This design comes from an exercise in tuning for small area, a short achievable clock period and few clock cycles per item on the open sky130 flow, not from production work. At most, simulation tests tie the RTL to the original design; equivalence was not proved.

==> exp/amber <==
Design custom_master_slave, start of the top module:
module custom_master_slave #(
	parameter MASTER_ADDRESSWIDTH = 28,
	parameter DATAWIDTH = 32
)
(
	input  logic clk,
	input  logic reset_n,
	input  logic [2:0] filter_sel,
	output logic [MASTER_ADDRESSWIDTH-1:0] master_address,
	output logic [DATAWIDTH-1:0] master_writedata,
	output logic master_write,
	output logic master_read,
	input  logic [DATAWIDTH-1:0] master_readdata,
	input  logic master_readdatavalid,
	input  logic master_waitrequest
);
==> flow/config.mk <==
export PLATFORM = sky130hd
export DESIGN_NAME = custom_master_slave
export DESIGN_NICKNAME = custom_master_slave
export VERILOG_FILES = /design/flow/design.v
export SDC_FILE = /design/flow/constraint.sdc
export NUM_CORES = 4
export LEC_CHECK = 0
export ABC_CLOCK_PERIOD_IN_PS = 3000
export CAP_MARGIN = 20
export CORE_MARGIN = 2
export CORE_UTILIZATION = 55
export PLACE_DENSITY = 0.7
export SETUP_SLACK_MARGIN = 5
export SLEW_MARGIN = 20
==> flow/constraint.sdc <==
create_clock -name core_clock -period 8.0 [get_ports {clk}]
set_input_delay 1.6000 -clock core_clock [delete_from_list [all_inputs] [get_ports {clk}]]
set_output_delay 1.6000 -clock core_clock [all_outputs]
set_load 0.01 [all_outputs]
run.sh (not shown) runs the stock make flow with config.mk's settings and CLKGATE_MAP_FILE= SYNTH_SCRIPT=/design/flow/synth_recipe.tcl, a recipe that flattens the netlist after the stock synthesis.
==> exp/cedar: changes against exp/amber <==
--- a/flow/design.v
+++ b/flow/design.v
@@ -58,13 +58,10 @@
 	input  logic master_waitrequest
 );
 localparam int D  = 5;                 
 localparam int PW = 3;                 
 localparam int H  = 6;                 
-localparam int K  = H - 2;             
-localparam int NS = (478 + K - 1) / K;               
-localparam int LK = 478 - K * (NS - 1);              
 localparam logic [19:0] IN_BASE = 20'd307200;     
 localparam logic [19:0] W_EDGE0 = 20'd641;        
 logic running, inv, edge_m;
 logic [19:0] maddr;                    
 logic [23:0] wdata;
@@ -77,14 +74,14 @@
 logic        rdone;
 logic [PW:0] cnt;                      
 logic [19:0] waddr;
 logic [1:0]  wj;                       
 logic [9:0]  wc;                       
-logic [7:0]  ws;                       
+logic [6:0]  ws;                       
 logic [2:0]  aj;
 logic [9:0]  ac;
-logic [7:0]  as_;
+logic [6:0]  as_;
 logic [23:0] dl [0:2*H+2];             
 logic        v0, v1;
 logic [23:0] fmem [0:D-1];
 logic [PW-1:0] fwp, frp;
 logic [PW:0] fcnt;
@@ -96,24 +93,24 @@
 assign w_lastst = w_last_q;
 assign w_jend   = w_jend_q;
 assign w_cend   = w_cend_q;
 assign go     = !(master_read || master_write) || !master_waitrequest;
 assign want_w = (fcnt != '0);
-assign r_prod = inv || (rj >= 3'd2 && rc >= 10'd2 && !(rr == 9'(NS-1) && rj >= 3'(2+LK)));
-assign r_last = r_cend && (inv ? (rr == 9'd479) : (rr == 9'(NS-1) && r_jend));
+assign r_prod = inv || (rj >= 3'd2 && rc >= 10'd2 && !(rr == 9'd119 && rj >= 3'd4));
+assign r_last = r_cend && (inv ? (rr == 9'd479) : (rr == 9'd119 && r_jend));
 assign rd_ok  = running && !rdone && (!r_prod || cnt < D);
 assign do_w   = go && want_w;
 assign do_r   = go && !want_w && rd_ok;
 logic [19:0] rinc, winc;
 always_comb begin
 	if (inv)               rinc = 20'd1;
 	else if (!r_jend)      rinc = 20'd640;
-	else if (!r_cend)      rinc = 20'd1 - 20'(640*(H-1));
+	else if (!r_cend)      rinc = -20'd3199;
 	else                   rinc = -20'd1279;
 	if (inv)               winc = 20'd1;
 	else if (!w_jend)      winc = 20'd640;
-	else if (!w_cend)      winc = w_lastst ? 20'd1 - 20'(640*(LK-1)) : 20'd1 - 20'(640*(K-1));
+	else if (!w_cend)      winc = w_lastst ? -20'd639 : -20'd1919;
 	else                   winc = 20'd3;
 end
 always_ff @(posedge clk) begin
 	if (!reset_n) begin
 		running <= 1'b0;
@@ -124,11 +121,11 @@
 		raddr <= IN_BASE;
 		waddr <= W_EDGE0;
 		rj <= 3'd0; rc <= 10'd0; rr <= 9'd0;
 		rdone <= 1'b0;
 		cnt <= '0;
-		wj <= 2'd0; wc <= 10'd1; ws <= 8'd0;
+		wj <= 2'd0; wc <= 10'd1; ws <= 7'd0;
 		r_jend_q <= 1'b0; r_cend_q <= 1'b0;
 		w_jend_q <= 1'b0; w_cend_q <= 1'b0; w_last_q <= 1'b0;
 		frp <= '0;
 	end else begin
 		if (!running) begin
@@ -148,23 +145,22 @@
 			wdata <= fmem[frp];
 			frp   <= (frp == PW'(D-1)) ? '0 : frp + 1'b1;
 			waddr <= waddr + winc;
 			if (!w_jend) begin
 				wj <= wj + 2'd1;
-				w_jend_q <= (int'(wj) == (w_last_q ? LK : K) - 2);
+				w_jend_q <= w_last_q ? 1'b1 : (wj == 2'd2);
 			end else begin
 				wj <= 2'd0;
+				w_jend_q <= 1'b0;
 				if (w_cend) begin
 					wc <= 10'd1;
 					w_cend_q <= 1'b0;
-					ws <= ws + 8'd1;
-					w_last_q <= (ws == 8'(NS-2));
-					w_jend_q <= (ws == 8'(NS-2)) && (LK == 1);
+					ws <= ws + 7'd1;
+					w_last_q <= (ws == 7'd118);
 				end else begin
 					wc <= wc + 10'd1;
 					w_cend_q <= (wc == 10'd637);
-					w_jend_q <= w_last_q && (LK == 1);
 				end
 			end
 		end
 		if (do_r) begin
 			maddr <= raddr;
@@ -180,28 +176,28 @@
 					rc <= rc + 10'd1;
 					r_cend_q <= (rc == 10'd638);
 				end
 			end else begin
 				rj <= rj + 3'd1;
-				r_jend_q <= (rj == 3'(H-2));
+				r_jend_q <= (rj == 3'd4);
 			end
 			if (r_last) rdone <= 1'b1;
 		end
 		cnt <= cnt + (PW+1)'(do_r && r_prod) - (PW+1)'(do_w);
 	end
 end
 always_ff @(posedge clk) begin
 	if (!reset_n) begin
-		aj <= 3'd0; ac <= 10'd0; as_ <= 8'd0;
+		aj <= 3'd0; ac <= 10'd0; as_ <= 7'd0;
 		v0 <= 1'b0; v1 <= 1'b0;
 	end else begin
-		v0 <= master_readdatavalid && (inv || (aj >= 3'd2 && ac >= 10'd2 && !(as_ == 8'(NS-1) && aj >= 3'(2+LK))));
+		v0 <= master_readdatavalid && (inv || (aj >= 3'd2 && ac >= 10'd2 && !(as_ == 7'd119 && aj >= 3'd4)));
 		v1 <= v0;
 		if (master_readdatavalid) begin
-			if (aj == 3'(H-1)) begin
+			if (aj == 3'd5) begin
 				aj <= 3'd0;
-				if (ac == 10'd639) begin ac <= 10'd0; as_ <= as_ + 8'd1; end
+				if (ac == 10'd639) begin ac <= 10'd0; as_ <= as_ + 7'd1; end
 				else ac <= ac + 10'd1;
 			end else aj <= aj + 3'd1;
 		end
 	end
 end
- CORE_UTILIZATION: 55 -> 40
- CTS_BUF_LIST: default -> sky130_fd_sc_hd__clkbuf_4 sky130_fd_sc_hd__clkbuf_8
- CTS_CLUSTER_SIZE: default -> 30
- PLACE_DENSITY: 0.7 -> 0.6
==> flow_metrics.env <==
export IMPL_run_status="complete, no violations"
export IMPL_fin_skew_ns=0.0439
export IMPL_yosys_top_cells_count="524 x edfxtp_1, 311 x inv_1, 278 x dfxtp_1"
export IMPL_cpMaxStageDelayCell="edfxtp_1"
export IMPL_cts_sinks=802
export IMPL_clk_insertion_delay_late_ns=0.81
export IMPL_cts_resized=400
export IMPL_seq_cells=802
export IMPL_n_antenna_cell=1
export IMPL_grt_start_max_net_pins=144
(the above is from exp/cedar)
==> flow_metrics.env <==
export IMPL_run_status="complete, no violations"
export IMPL_yosys_top_cells_count="524 x edfxtp_1, 325 x inv_1, 291 x nand2_1"
export IMPL_n_antenna_cell=0
export IMPL_clk_insertion_delay_late_ns=0.65
export IMPL_critical_path_class="flip-flop to flip-flop"
export IMPL_p_sw_mw=4.26
export IMPL_cpMaxStageDelayCell="a221o_1"
export IMPL_fin_skew_ns=0.0217
export IMPL_seq_cells=804
export IMPL_cts_sinks=804
export IMPL_grt_start_max_net_pins=170
export IMPL_cts_resized=325
(the above is from exp/amber)
Testbench counts of exp/amber, summed over its fixed seeds: cycles 7,986,496, pixels 2,751,384.
No functional check of the RTL was part of exp/cedar.


==> trial 9 <==
==> flow/design.v <==
module lt8 (
	input  wire [7:0] a,
	input  wire [7:0] b,
	output wire       lt
);
	wire [8:0] c;
	assign c[0] = 1'b0;
	genvar i;
	generate
	for (i = 0; i < 8; i++) begin : ch
		assign c[i+1] = (~a[i] & b[i]) | (~a[i] & c[i]) | (b[i] & c[i]);
	end
	endgenerate
	assign lt = c[8];
endmodule
module minmax4 (
	input  wire [7:0] v0,
	input  wire [7:0] v1,
	input  wire [7:0] v2,
	input  wire [7:0] v3,
	output wire [7:0] mn,
	output wire [7:0] mx
);
	wire x01, x02, x03, x12, x13, x23;
	lt8 c01 (.a(v1), .b(v0), .lt(x01));
	lt8 c02 (.a(v2), .b(v0), .lt(x02));
	lt8 c03 (.a(v3), .b(v0), .lt(x03));
	lt8 c12 (.a(v2), .b(v1), .lt(x12));
	lt8 c13 (.a(v3), .b(v1), .lt(x13));
	lt8 c23 (.a(v3), .b(v2), .lt(x23));
	wire n0 = !x01 && !x02 && !x03;
	wire n1 =  x01 && !x12 && !x13;
	wire n2 =  x02 &&  x12 && !x23;
	wire n3 =  x03 &&  x13 &&  x23;
	wire m0 =  x01 &&  x02 &&  x03;
	wire m1 = !x01 &&  x12 &&  x13;
	wire m2 = !x02 && !x12 &&  x23;
	wire m3 = !x03 && !x13 && !x23;
	assign mn = ({8{n0}} & v0) | ({8{n1}} & v1) | ({8{n2}} & v2) | ({8{n3}} & v3);
	assign mx = ({8{m0}} & v0) | ({8{m1}} & v1) | ({8{m2}} & v2) | ({8{m3}} & v3);
endmodule
module custom_master_slave #(
	parameter MASTER_ADDRESSWIDTH = 28,
	parameter DATAWIDTH = 32
)
(
	input  logic clk,
	input  logic reset_n,
	input  logic [2:0] filter_sel,
	output logic [MASTER_ADDRESSWIDTH-1:0] master_address,
	output logic [DATAWIDTH-1:0] master_writedata,
	output logic master_write,
	output logic master_read,
	input  logic [DATAWIDTH-1:0] master_readdata,
	input  logic master_readdatavalid,
	input  logic master_waitrequest
);
localparam int D  = 5;                 
localparam int PW = 3;                 
localparam int H  = 6;                 
localparam int K  = H - 2;             
localparam int NS = (478 + K - 1) / K;               
localparam int LK = 478 - K * (NS - 1);              
localparam int SW = (NS > 127) ? 8 : 7;              
localparam logic [19:0] IN_BASE = 20'd307200;     
localparam logic [19:0] W_EDGE0 = 20'd641;        
logic running, inv, edge_m;
logic [19:0] maddr;                    
logic [23:0] wdata;
assign master_address   = {1'b1, 5'b00000, maddr, 2'b00};
assign master_writedata = {8'h00, wdata};
logic [19:0] raddr;
logic [2:0]  rj;                       
logic [9:0]  rc;                       
logic [8:0]  rr;                       
logic        rdone;
logic [PW:0] cnt;                      
logic [19:0] waddr;
logic [1:0]  wj;                       
logic [9:0]  wc;                       
logic [SW-1:0] ws;                       
logic [2:0]  aj;
logic [9:0]  ac;
logic [SW-1:0] as_;
logic [23:0] dl [0:2*H+2];             
logic        v0, v1;
logic [23:0] fmem [0:D-1];
logic [PW-1:0] fwp, frp;
logic [PW:0] fcnt;
logic go, want_w, r_prod, r_last, rd_ok, do_w, do_r;
logic r_jend, r_cend, w_jend, w_cend, w_lastst;
logic r_jend_q, r_cend_q, w_jend_q, w_cend_q, w_last_q;
assign r_jend   = r_jend_q;
assign r_cend   = r_cend_q;
assign w_lastst = w_last_q;
assign w_jend   = w_jend_q;
assign w_cend   = w_cend_q;
assign go     = !(master_read || master_write) || !master_waitrequest;
assign want_w = (fcnt != '0);
assign r_prod = inv || (rj >= 3'd2 && rc >= 10'd2 && !(rr == 9'(NS-1) && rj >= 3'(2+LK)));
assign r_last = r_cend && (inv ? (rr == 9'd479) : (rr == 9'(NS-1) && r_jend));
assign rd_ok  = running && !rdone && (!r_prod || cnt < D);
assign do_w   = go && want_w;
assign do_r   = go && !want_w && rd_ok;
logic [19:0] rinc, winc;
always_comb begin
	if (inv)               rinc = 20'd1;
	else if (!r_jend)      rinc = 20'd640;
	else if (!r_cend)      rinc = 20'd1 - 20'(640*(H-1));
	else                   rinc = -20'd1279;
	if (inv)               winc = 20'd1;
	else if (!w_jend)      winc = 20'd640;
	else if (!w_cend)      winc = w_lastst ? 20'd1 - 20'(640*(LK-1)) : 20'd1 - 20'(640*(K-1));
	else                   winc = 20'd3;
end
always_ff @(posedge clk) begin
	if (!reset_n) begin
		running <= 1'b0;
		inv     <= 1'b0;
		edge_m  <= 1'b0;
		master_read  <= 1'b0;
		master_write <= 1'b0;
		raddr <= IN_BASE;
		waddr <= W_EDGE0;
		rj <= 3'd0; rc <= 10'd0; rr <= 9'd0;
		rdone <= 1'b0;
		cnt <= '0;
		wj <= 2'd0; wc <= 10'd1; ws <= '0;
		r_jend_q <= 1'b0; r_cend_q <= 1'b0;
		w_jend_q <= 1'b0; w_cend_q <= 1'b0; w_last_q <= 1'b0;
		frp <= '0;
	end else begin
		if (!running) begin
			if (filter_sel != 3'b000) begin
				running <= 1'b1;
				edge_m  <= filter_sel[0];
				inv     <= !filter_sel[0] && !filter_sel[2];
				if (!filter_sel[0] && !filter_sel[2]) waddr <= 20'd0;
			end
		end
		if (go) begin
			master_write <= want_w;
			master_read  <= !want_w && rd_ok;
		end
		if (do_w) begin
			maddr <= waddr;
			wdata <= fmem[frp];
			frp   <= (frp == PW'(D-1)) ? '0 : frp + 1'b1;
			waddr <= waddr + winc;
			if (!w_jend) begin
				wj <= wj + 2'd1;
				w_jend_q <= (int'(wj) == (w_last_q ? LK : K) - 2);
			end else begin
				wj <= 2'd0;
				if (w_cend) begin
					wc <= 10'd1;
					w_cend_q <= 1'b0;
					ws <= ws + 1'b1;
					w_last_q <= (ws == SW'(NS-2));
					w_jend_q <= (ws == SW'(NS-2)) && (LK == 1);
				end else begin
					wc <= wc + 10'd1;
					w_cend_q <= (wc == 10'd637);
					w_jend_q <= w_last_q && (LK == 1);
				end
			end
		end
		if (do_r) begin
			maddr <= raddr;
			raddr <= raddr + rinc;
			if (inv || r_jend) begin
				rj <= 3'd0;
				r_jend_q <= 1'b0;
				if (r_cend) begin
					rc <= 10'd0;
					r_cend_q <= 1'b0;
					rr <= rr + 9'd1;
				end else begin
					rc <= rc + 10'd1;
					r_cend_q <= (rc == 10'd638);
				end
			end else begin
				rj <= rj + 3'd1;
				r_jend_q <= (rj == 3'(H-2));
			end
			if (r_last) rdone <= 1'b1;
		end
		cnt <= cnt + (PW+1)'(do_r && r_prod) - (PW+1)'(do_w);
	end
end
always_ff @(posedge clk) begin
	if (!reset_n) begin
		aj <= 3'd0; ac <= 10'd0; as_ <= '0;
		v0 <= 1'b0; v1 <= 1'b0;
	end else begin
		v0 <= master_readdatavalid && !inv && aj >= 3'd2 && ac >= 10'd2 && !(as_ == SW'(NS-1) && aj >= 3'(2+LK));
		v1 <= v0;
		if (master_readdatavalid) begin
			if (aj == 3'(H-1)) begin
				aj <= 3'd0;
				if (ac == 10'd639) begin ac <= 10'd0; as_ <= as_ + 1'b1; end
				else ac <= ac + 10'd1;
			end else aj <= aj + 3'd1;
		end
	end
end
always_ff @(posedge clk) begin
	if (master_readdatavalid) begin
		dl[0] <= master_readdata[31:8];
		for (int i = 1; i <= 2*H+2; i++) dl[i] <= dl[i-1];
	end
end
logic [7:0]  cq  [0:2];               
logic [7:0]  la  [0:2];               
logic [7:0]  lb  [0:2];               
logic [7:0]  ha  [0:2];               
logic [7:0]  hb  [0:2];               
genvar L;
generate
for (L = 0; L < 3; L++) begin : lane
	wire [7:0] c = dl[H+1][8*L+7:8*L];
	wire [7:0] lo_a, hi_a, lo_b, hi_b;
	minmax4 ga (.v0(dl[2*H+2][8*L+7:8*L]), .v1(dl[H+2][8*L+7:8*L]), .v2(dl[2][8*L+7:8*L]), .v3(dl[2*H+1][8*L+7:8*L]),
	            .mn(lo_a), .mx(hi_a));
	minmax4 gb (.v0(dl[1][8*L+7:8*L]), .v1(dl[2*H][8*L+7:8*L]), .v2(dl[H][8*L+7:8*L]), .v3(dl[0][8*L+7:8*L]),
	            .mn(lo_b), .mx(hi_b));
	wire [9:0] sum = ({2'b00, dl[H+2][8*L+7:8*L]} + {2'b00, dl[H][8*L+7:8*L]})
	               + ({2'b00, dl[2*H+1][8*L+7:8*L]} + {2'b00, dl[1][8*L+7:8*L]});
	always_ff @(posedge clk) begin
		cq[L] <= c;
		la[L] <= edge_m ? sum[7:0] : lo_a;
		lb[L] <= edge_m ? {6'b000000, sum[9:8]} : lo_b;
		ha[L] <= hi_a;
		hb[L] <= hi_b;
	end
end
endgenerate
logic [23:0] res, e_w, s_w;
generate
for (L = 0; L < 3; L++) begin : fin
	wire [10:0] t = {1'b0, cq[L], 2'b00} - {1'b0, lb[L][1:0], la[L]};
	assign e_w[8*L+7:8*L] = t[10] ? 8'h00 : (t[9] || t[8]) ? 8'hFF : t[7:0];
	wire p, q, cla, clb, hac, hbc;
	lt8 u0 (.a(lb[L]), .b(la[L]), .lt(p));      
	lt8 u1 (.a(ha[L]), .b(hb[L]), .lt(q));      
	lt8 u2 (.a(cq[L]), .b(la[L]), .lt(cla));
	lt8 u3 (.a(cq[L]), .b(lb[L]), .lt(clb));
	lt8 u4 (.a(ha[L]), .b(cq[L]), .lt(hac));
	lt8 u5 (.a(hb[L]), .b(cq[L]), .lt(hbc));
	wire above = hac && hbc;                    
	wire below = cla && clb;                    
	assign s_w[23-8*L:16-8*L] = ({8{above &&  q}} & hb[L]) | ({8{above && !q}} & ha[L])
	                          | ({8{below &&  p}} & lb[L]) | ({8{below && !p}} & la[L])
	                          | ({8{!above && !below}} & cq[L]);
end
endgenerate
assign res = edge_m ? e_w : s_w;
logic        push;
logic [23:0] pdata;
assign push  = inv ? master_readdatavalid : v1;
assign pdata = inv ? ~{master_readdata[15:8], master_readdata[23:16], master_readdata[31:24]} : res;
always_ff @(posedge clk) begin
	if (push) fmem[fwp] <= pdata;
end
always_ff @(posedge clk) begin
	if (!reset_n) begin
		fwp  <= '0;
		fcnt <= '0;
	end else begin
		if (push) fwp <= (fwp == PW'(D-1)) ? '0 : fwp + 1'b1;
		fcnt <= fcnt + (PW+1)'(push) - (PW+1)'(do_w);
	end
end
endmodule
==> flow/run.sh <==
#!/bin/bash
# synth_recipe.tcl (not shown) runs the flow's synth.tcl, then flattens the netlist and writes it again
# the make line also repeats each setting of config.mk as NAME=value (left out here)
make -C /OpenROAD-flow-scripts/flow DESIGN_CONFIG=/design/flow/config.mk WORK_HOME=/design/flow/orfs CLKGATE_MAP_FILE= SYNTH_SCRIPT=/design/flow/synth_recipe.tcl finish
==> flow/config.mk <==
export PLATFORM = sky130hd
export DESIGN_NAME = custom_master_slave
export DESIGN_NICKNAME = custom_master_slave
export VERILOG_FILES = /design/flow/design.v
export SDC_FILE = /design/flow/constraint.sdc
export NUM_CORES = 4
export LEC_CHECK = 0
export CAP_MARGIN = 20
export CORE_MARGIN = 2
export CORE_UTILIZATION = 40
export CTS_CLUSTER_DIAMETER = 100
export CTS_CLUSTER_SIZE = 30
export PLACE_DENSITY = 0.6
export SETUP_SLACK_MARGIN = 4.8
export SLEW_MARGIN = 20
export SYNTH_HIERARCHICAL = 1
export SYNTH_MINIMUM_KEEP_SIZE = 0
==> flow/constraint.sdc <==
create_clock -name core_clock -period 8.0 [get_ports {clk}]
set_input_delay 1.6000 -clock core_clock [delete_from_list [all_inputs] [get_ports {clk}]]
set_output_delay 1.6000 -clock core_clock [all_outputs]
set_load 0.01 [all_outputs]
==> inputs of trial 65, as changes to trial 9 <==
--- a/flow/design.v
+++ b/flow/design.v
@@ -1,4 +1,4 @@
 module lt8 (
-	input  wire [7:0] a,
+	input  wire [7:0] an,
 	input  wire [7:0] b,
 	output wire       lt
@@ -9,5 +9,5 @@
 	generate
 	for (i = 0; i < 8; i++) begin : ch
-		assign c[i+1] = (~a[i] & b[i]) | (~a[i] & c[i]) | (b[i] & c[i]);
+		assign c[i+1] = (an[i] & b[i]) | (an[i] & c[i]) | (b[i] & c[i]);
 	end
 	endgenerate
@@ -22,11 +22,14 @@
 	output wire [7:0] mx
 );
+	wire [7:0] v1n = ~v1;
+	wire [7:0] v2n = ~v2;
+	wire [7:0] v3n = ~v3;
 	wire x01, x02, x03, x12, x13, x23;
-	lt8 c01 (.a(v1), .b(v0), .lt(x01));
-	lt8 c02 (.a(v2), .b(v0), .lt(x02));
-	lt8 c03 (.a(v3), .b(v0), .lt(x03));
-	lt8 c12 (.a(v2), .b(v1), .lt(x12));
-	lt8 c13 (.a(v3), .b(v1), .lt(x13));
-	lt8 c23 (.a(v3), .b(v2), .lt(x23));
+	lt8 c01 (.an(v1n), .b(v0), .lt(x01));
+	lt8 c02 (.an(v2n), .b(v0), .lt(x02));
+	lt8 c03 (.an(v3n), .b(v0), .lt(x03));
+	lt8 c12 (.an(v2n), .b(v1), .lt(x12));
+	lt8 c13 (.an(v3n), .b(v1), .lt(x13));
+	lt8 c23 (.an(v3n), .b(v2), .lt(x23));
 	wire n0 = !x01 && !x02 && !x03;
 	wire n1 =  x01 && !x12 && !x13;
@@ -62,5 +65,4 @@
 localparam int NS = (478 + K - 1) / K;               
 localparam int LK = 478 - K * (NS - 1);              
-localparam int SW = (NS > 127) ? 8 : 7;              
 localparam logic [19:0] IN_BASE = 20'd307200;     
 localparam logic [19:0] W_EDGE0 = 20'd641;        
@@ -79,8 +81,7 @@
 logic [1:0]  wj;                       
 logic [9:0]  wc;                       
-logic [SW-1:0] ws;                       
 logic [2:0]  aj;
 logic [9:0]  ac;
-logic [SW-1:0] as_;
+logic        a_last;                   
 logic [23:0] dl [0:2*H+2];             
 logic        v0, v1;
@@ -126,5 +127,5 @@
 		rdone <= 1'b0;
 		cnt <= '0;
-		wj <= 2'd0; wc <= 10'd1; ws <= '0;
+		wj <= 2'd0; wc <= 10'd1;
 		r_jend_q <= 1'b0; r_cend_q <= 1'b0;
 		w_jend_q <= 1'b0; w_cend_q <= 1'b0; w_last_q <= 1'b0;
@@ -156,7 +157,6 @@
 					wc <= 10'd1;
 					w_cend_q <= 1'b0;
-					ws <= ws + 1'b1;
-					w_last_q <= (ws == SW'(NS-2));
-					w_jend_q <= (ws == SW'(NS-2)) && (LK == 1);
+					w_last_q <= (rr == 9'(NS-1));
+					w_jend_q <= (rr == 9'(NS-1)) && (LK == 1);
 				end else begin
 					wc <= wc + 10'd1;
@@ -191,13 +191,13 @@
 always_ff @(posedge clk) begin
 	if (!reset_n) begin
-		aj <= 3'd0; ac <= 10'd0; as_ <= '0;
+		aj <= 3'd0; ac <= 10'd0; a_last <= 1'b0;
 		v0 <= 1'b0; v1 <= 1'b0;
 	end else begin
-		v0 <= master_readdatavalid && !inv && aj >= 3'd2 && ac >= 10'd2 && !(as_ == SW'(NS-1) && aj >= 3'(2+LK));
+		v0 <= master_readdatavalid && !inv && aj >= 3'd2 && ac >= 10'd2 && !(a_last && aj >= 3'(2+LK));
 		v1 <= v0;
 		if (master_readdatavalid) begin
 			if (aj == 3'(H-1)) begin
 				aj <= 3'd0;
-				if (ac == 10'd639) begin ac <= 10'd0; as_ <= as_ + 1'b1; end
+				if (ac == 10'd639) begin ac <= 10'd0; a_last <= (rr == 9'(NS-1)); end
 				else ac <= ac + 10'd1;
 			end else aj <= aj + 3'd1;
@@ -225,11 +225,22 @@
 	minmax4 gb (.v0(dl[1][8*L+7:8*L]), .v1(dl[2*H][8*L+7:8*L]), .v2(dl[H][8*L+7:8*L]), .v3(dl[0][8*L+7:8*L]),
 	            .mn(lo_b), .mx(hi_b));
-	wire [9:0] sum = ({2'b00, dl[H+2][8*L+7:8*L]} + {2'b00, dl[H][8*L+7:8*L]})
-	               + ({2'b00, dl[2*H+1][8*L+7:8*L]} + {2'b00, dl[1][8*L+7:8*L]});
+	wire [10:0] e0 = {1'b0, c, 2'b00};
+	wire [10:0] e1 = ~{3'b000, dl[H+2][8*L+7:8*L]};
+	wire [10:0] e2 = ~{3'b000, dl[H][8*L+7:8*L]};
+	wire [10:0] e3 = ~{3'b000, dl[2*H+1][8*L+7:8*L]};
+	wire [10:0] e4 = ~{3'b000, dl[1][8*L+7:8*L]};
+	wire [10:0] p1 = e0 ^ e1 ^ e2;
+	wire [10:0] g1 = (e0 & e1) | (e0 & e2) | (e1 & e2);
+	wire [10:0] q1 = {g1[9:0], 1'b0};
+	wire [10:0] p2 = p1 ^ q1 ^ e3;
+	wire [10:0] g2 = (p1 & q1) | (p1 & e3) | (q1 & e3);
+	wire [10:0] q2 = {g2[9:0], 1'b0};
+	wire [10:0] es = p2 ^ q2 ^ e4;                                   
+	wire [9:0]  ec = ((p2 & q2) | (p2 & e4) | (q2 & e4)) & 10'h3FF;   
 	always_ff @(posedge clk) begin
 		cq[L] <= c;
-		la[L] <= edge_m ? sum[7:0] : lo_a;
-		lb[L] <= edge_m ? {6'b000000, sum[9:8]} : lo_b;
-		ha[L] <= hi_a;
+		la[L] <= edge_m ? es[7:0] : lo_a;
+		lb[L] <= edge_m ? ec[7:0] : lo_b;
+		ha[L] <= edge_m ? {es[10:8], ec[9:8], 3'b000} : hi_a;
 		hb[L] <= hi_b;
 	end
@@ -239,14 +250,17 @@
 generate
 for (L = 0; L < 3; L++) begin : fin
-	wire [10:0] t = {1'b0, cq[L], 2'b00} - {1'b0, lb[L][1:0], la[L]};
+	wire [10:0] t = {ha[L][7:5], la[L]} + {ha[L][4:3], lb[L], 1'b0} + 11'd4;
 	assign e_w[8*L+7:8*L] = t[10] ? 8'h00 : (t[9] || t[8]) ? 8'hFF : t[7:0];
-	wire p, q, cla, clb, hac, hbc;
-	lt8 u0 (.a(lb[L]), .b(la[L]), .lt(p));      
-	lt8 u1 (.a(ha[L]), .b(hb[L]), .lt(q));      
-	lt8 u2 (.a(cq[L]), .b(la[L]), .lt(cla));
-	lt8 u3 (.a(cq[L]), .b(lb[L]), .lt(clb));
-	lt8 u4 (.a(ha[L]), .b(cq[L]), .lt(hac));
-	lt8 u5 (.a(hb[L]), .b(cq[L]), .lt(hbc));
-	wire above = hac && hbc;                    
+	wire [7:0] cqn = ~cq[L];
+	wire [7:0] lbn = ~lb[L];
+	wire [7:0] han = ~ha[L];
+	wire p, q, cla, clb, cha, chb;
+	lt8 u0 (.an(lbn), .b(la[L]), .lt(p));       
+	lt8 u1 (.an(han), .b(hb[L]), .lt(q));       
+	lt8 u2 (.an(cqn), .b(la[L]), .lt(cla));     
+	lt8 u3 (.an(cqn), .b(lb[L]), .lt(clb));     
+	lt8 u4 (.an(cqn), .b(ha[L]), .lt(cha));     
+	lt8 u5 (.an(cqn), .b(hb[L]), .lt(chb));     
+	wire above = !cha && !chb;                  
 	wire below = cla && clb;                    
 	assign s_w[23-8*L:16-8*L] = ({8{above &&  q}} & hb[L]) | ({8{above && !q}} & ha[L])
CORE_UTILIZATION = 50   (was 40)
PLACE_DENSITY = 0.75   (was 0.6)
SETUP_SLACK_MARGIN = 5   (was 4.8)
==> inputs of trial 27, as changes to trial 9 <==
--- a/flow/design.v
+++ b/flow/design.v
@@ -4,4 +4,6 @@
 	output wire       lt
 );
+	wire [7:0] g = ~a & b;           
+	wire [7:0] n = ~a | b;           
 	wire [8:0] c;
 	assign c[0] = 1'b0;
@@ -9,5 +11,5 @@
 	generate
 	for (i = 0; i < 8; i++) begin : ch
-		assign c[i+1] = (~a[i] & b[i]) | (~a[i] & c[i]) | (b[i] & c[i]);
+		assign c[i+1] = g[i] | (n[i] & c[i]);
 	end
 	endgenerate
@@ -62,5 +64,4 @@
 localparam int NS = (478 + K - 1) / K;               
 localparam int LK = 478 - K * (NS - 1);              
-localparam int SW = (NS > 127) ? 8 : 7;              
 localparam logic [19:0] IN_BASE = 20'd307200;     
 localparam logic [19:0] W_EDGE0 = 20'd641;        
@@ -79,8 +80,8 @@
 logic [1:0]  wj;                       
 logic [9:0]  wc;                       
-logic [SW-1:0] ws;                       
+logic [7:0]  ws;                       
 logic [2:0]  aj;
 logic [9:0]  ac;
-logic [SW-1:0] as_;
+logic [7:0]  as_;
 logic [23:0] dl [0:2*H+2];             
 logic        v0, v1;
@@ -126,5 +127,5 @@
 		rdone <= 1'b0;
 		cnt <= '0;
-		wj <= 2'd0; wc <= 10'd1; ws <= '0;
+		wj <= 2'd0; wc <= 10'd1; ws <= 8'd0;
 		r_jend_q <= 1'b0; r_cend_q <= 1'b0;
 		w_jend_q <= 1'b0; w_cend_q <= 1'b0; w_last_q <= 1'b0;
@@ -156,7 +157,7 @@
 					wc <= 10'd1;
 					w_cend_q <= 1'b0;
-					ws <= ws + 1'b1;
-					w_last_q <= (ws == SW'(NS-2));
-					w_jend_q <= (ws == SW'(NS-2)) && (LK == 1);
+					ws <= ws + 8'd1;
+					w_last_q <= (ws == 8'(NS-2));
+					w_jend_q <= (ws == 8'(NS-2)) && (LK == 1);
 				end else begin
 					wc <= wc + 10'd1;
@@ -191,13 +192,13 @@
 always_ff @(posedge clk) begin
 	if (!reset_n) begin
-		aj <= 3'd0; ac <= 10'd0; as_ <= '0;
+		aj <= 3'd0; ac <= 10'd0; as_ <= 8'd0;
 		v0 <= 1'b0; v1 <= 1'b0;
 	end else begin
-		v0 <= master_readdatavalid && !inv && aj >= 3'd2 && ac >= 10'd2 && !(as_ == SW'(NS-1) && aj >= 3'(2+LK));
+		v0 <= master_readdatavalid && (inv || (aj >= 3'd2 && ac >= 10'd2 && !(as_ == 8'(NS-1) && aj >= 3'(2+LK))));
 		v1 <= v0;
 		if (master_readdatavalid) begin
 			if (aj == 3'(H-1)) begin
 				aj <= 3'd0;
-				if (ac == 10'd639) begin ac <= 10'd0; as_ <= as_ + 1'b1; end
+				if (ac == 10'd639) begin ac <= 10'd0; as_ <= as_ + 8'd1; end
 				else ac <= ac + 10'd1;
 			end else aj <= aj + 3'd1;
@@ -216,4 +217,5 @@
 logic [7:0]  ha  [0:2];               
 logic [7:0]  hb  [0:2];               
+logic [9:0]  sq  [0:2];               
 genvar L;
 generate
@@ -225,19 +227,19 @@
 	minmax4 gb (.v0(dl[1][8*L+7:8*L]), .v1(dl[2*H][8*L+7:8*L]), .v2(dl[H][8*L+7:8*L]), .v3(dl[0][8*L+7:8*L]),
 	            .mn(lo_b), .mx(hi_b));
-	wire [9:0] sum = ({2'b00, dl[H+2][8*L+7:8*L]} + {2'b00, dl[H][8*L+7:8*L]})
-	               + ({2'b00, dl[2*H+1][8*L+7:8*L]} + {2'b00, dl[1][8*L+7:8*L]});
 	always_ff @(posedge clk) begin
-		cq[L] <= c;
-		la[L] <= edge_m ? sum[7:0] : lo_a;
-		lb[L] <= edge_m ? {6'b000000, sum[9:8]} : lo_b;
+		cq[L] <= inv ? dl[0][8*L+7:8*L] : c;
+		la[L] <= lo_a;
+		lb[L] <= lo_b;
 		ha[L] <= hi_a;
 		hb[L] <= hi_b;
+		sq[L] <= {2'b00, dl[H+2][8*L+7:8*L]} + {2'b00, dl[H][8*L+7:8*L]}
+		       + {2'b00, dl[2*H+1][8*L+7:8*L]} + {2'b00, dl[1][8*L+7:8*L]};
 	end
 end
 endgenerate
-logic [23:0] res, e_w, s_w;
+logic [23:0] res, e_w, s_w, i_w;
 generate
 for (L = 0; L < 3; L++) begin : fin
-	wire [10:0] t = {1'b0, cq[L], 2'b00} - {1'b0, lb[L][1:0], la[L]};
+	wire [10:0] t = {1'b0, cq[L], 2'b00} - {1'b0, sq[L]};
 	assign e_w[8*L+7:8*L] = t[10] ? 8'h00 : (t[9] || t[8]) ? 8'hFF : t[7:0];
 	wire p, q, cla, clb, hac, hbc;
@@ -253,13 +255,10 @@
 	                          | ({8{below &&  p}} & lb[L]) | ({8{below && !p}} & la[L])
 	                          | ({8{!above && !below}} & cq[L]);
+	assign i_w[23-8*L:16-8*L] = ~cq[L];
 end
 endgenerate
-assign res = edge_m ? e_w : s_w;
-logic        push;
-logic [23:0] pdata;
-assign push  = inv ? master_readdatavalid : v1;
-assign pdata = inv ? ~{master_readdata[15:8], master_readdata[23:16], master_readdata[31:24]} : res;
-always_ff @(posedge clk) begin
-	if (push) fmem[fwp] <= pdata;
+assign res = inv ? i_w : edge_m ? e_w : s_w;
+always_ff @(posedge clk) begin
+	if (v1) fmem[fwp] <= res;
 end
 always_ff @(posedge clk) begin
@@ -268,6 +267,6 @@
 		fcnt <= '0;
 	end else begin
-		if (push) fwp <= (fwp == PW'(D-1)) ? '0 : fwp + 1'b1;
-		fcnt <= fcnt + (PW+1)'(push) - (PW+1)'(do_w);
+		if (v1) fwp <= (fwp == PW'(D-1)) ? '0 : fwp + 1'b1;
+		fcnt <= fcnt + (PW+1)'(v1) - (PW+1)'(do_w);
 	end
 end
ABC_CLOCK_PERIOD_IN_PS = 3000   (was unset)
CTS_CLUSTER_DIAMETER = unset   (was 100)
CTS_CLUSTER_SIZE = unset   (was 30)
SETUP_SLACK_MARGIN = 5   (was 4.8)
SYNTH_HIERARCHICAL = unset   (was 1)
SYNTH_MINIMUM_KEEP_SIZE = unset   (was 0)
==> results.ini <==
[status]
run_status = complete, no violations

[sta]
relSlewSlack_pct = 36.5

[global_route]
antenna_found_initial = 0
global_route_usage_sum_pct = 23.3

[floorplanning]
rows = 103

[synth]
yosys-top-cells-area = edfxtp_1, dfxtp_1, inv_1

[power]
seqPwrFrac_pct = 48.0
pwr.group.combinational_uw = 3600

[final_layout]
final.clkbuf_count = 50

[drt]
routedLengthMet1_mm = 42.4

[clock_tree]
numCtsBuffers = 34

-- figures above: trial 65

==> results.ini <==
[sta]
fin_worst_skew_ns = 0.0460
relSlewSlack_pct = 34.7

[clock_tree]
numCtsBuffers = 35

[drt]
routedLengthMet1_mm = 47.8

[status]
run_status = complete, no violations

[placed_design]
place_worst_setup_slack_ns = 3.37
gp_routability_congestion = 0.905

[setup_path]
cp-end-kind = flop

[synth]
yosys-top-cells-area = edfxtp_1, dfxtp_1, a22oi_1

[power]
pwr_density_cell_nw_per_um2 = 246
pwr.group.combinational_uw = 3340

[global_route]
antenna_found_initial = 1

-- figures above: trial 9

==> results.ini <==
[sta]
totalNegativeSetupSlack_ns = 0
relSlewSlack_pct = 23.6

[drt]
routedLengthMet1_mm = 47.5
drtPass1Iterations = 6

[global_route]
global_route_usage_sum_pct = 19.3
antenna_found_initial = 0

[power]
pwr.group.combinational_uw = 4000
seqPwrFrac_pct = 40.0
pwr_density_cell_nw_per_um2 = 278
vdd_drop_max_v = 0.000143

[clock_tree]
numCtsBuffers = 88

[status]
run_status = complete, no violations

[floorplanning]
die-width_microns = 321

[placed_design]
placed_cells = 4835

[min_path]
hp-start = dl[4][11]
hold-path-cell-count = 0

[setup_path]
timing.critical_path.from = dl[0][16]

[synth]
yosys-top-cells-area = edfxtp_1, dfxtp_1, ha_1
synth_edf_count = 524

-- figures above: trial 27

Testbench counts of trial 9, summed over its fixed seeds: cycles 7,757,106, pixels 2,751,384.
Testbench counts of trial 65, summed over its fixed seeds: cycles 7,757,106, pixels 2,751,384.
Testbench counts of trial 27, summed over its fixed seeds: cycles 7,986,496, pixels 2,751,384.

separate check: timing with driven ports:
The results above use ideal ports. As a check the final layouts listed here were re-extracted and re-timed, cells and wires unchanged.
Step 1: set_driving_cell puts a clkbuf_16 on clk and a buf_2 on each other input, an assumption about the parent block.
Step 2 also shifts input and output timing later by t, the mid clock arrival at the registers, as if the neighbouring blocks saw the same clock.
Three values: ideal ports, drivers, drivers and shift; two values: the first two.
| run | shift t [ns] | setup WS [ns] | latest minus earliest clock arrival (ns) | cell pins on the clock port's net |
|---|---|---|---|---|
| exp/amber | 0.706 | 4.385 / 4.385 / 4.313 | 0.023 / 0.022 | 1 |
| exp/cedar | 0.853 | 4.797 / 4.728 / 4.256 | 0.045 / 0.045 | 1 |
| trial 9 | 0.657 | 4.768 / 4.768 / 4.189 | 0.048 / 0.047 | 1 |
| trial 65 | 0.659 | 5.005 / 4.998 / 4.435 | 0.046 / 0.046 | 1 |
| trial 27 | 0.730 | 4.341 / 4.341 / 4.295 | 0.034 / 0.033 | 1 |
After both steps every run listed still meets setup and hold. For trial 9, which loses most, drivers alone change the setup slack by 0.000 ns; drivers and shift together by -0.579 ns.
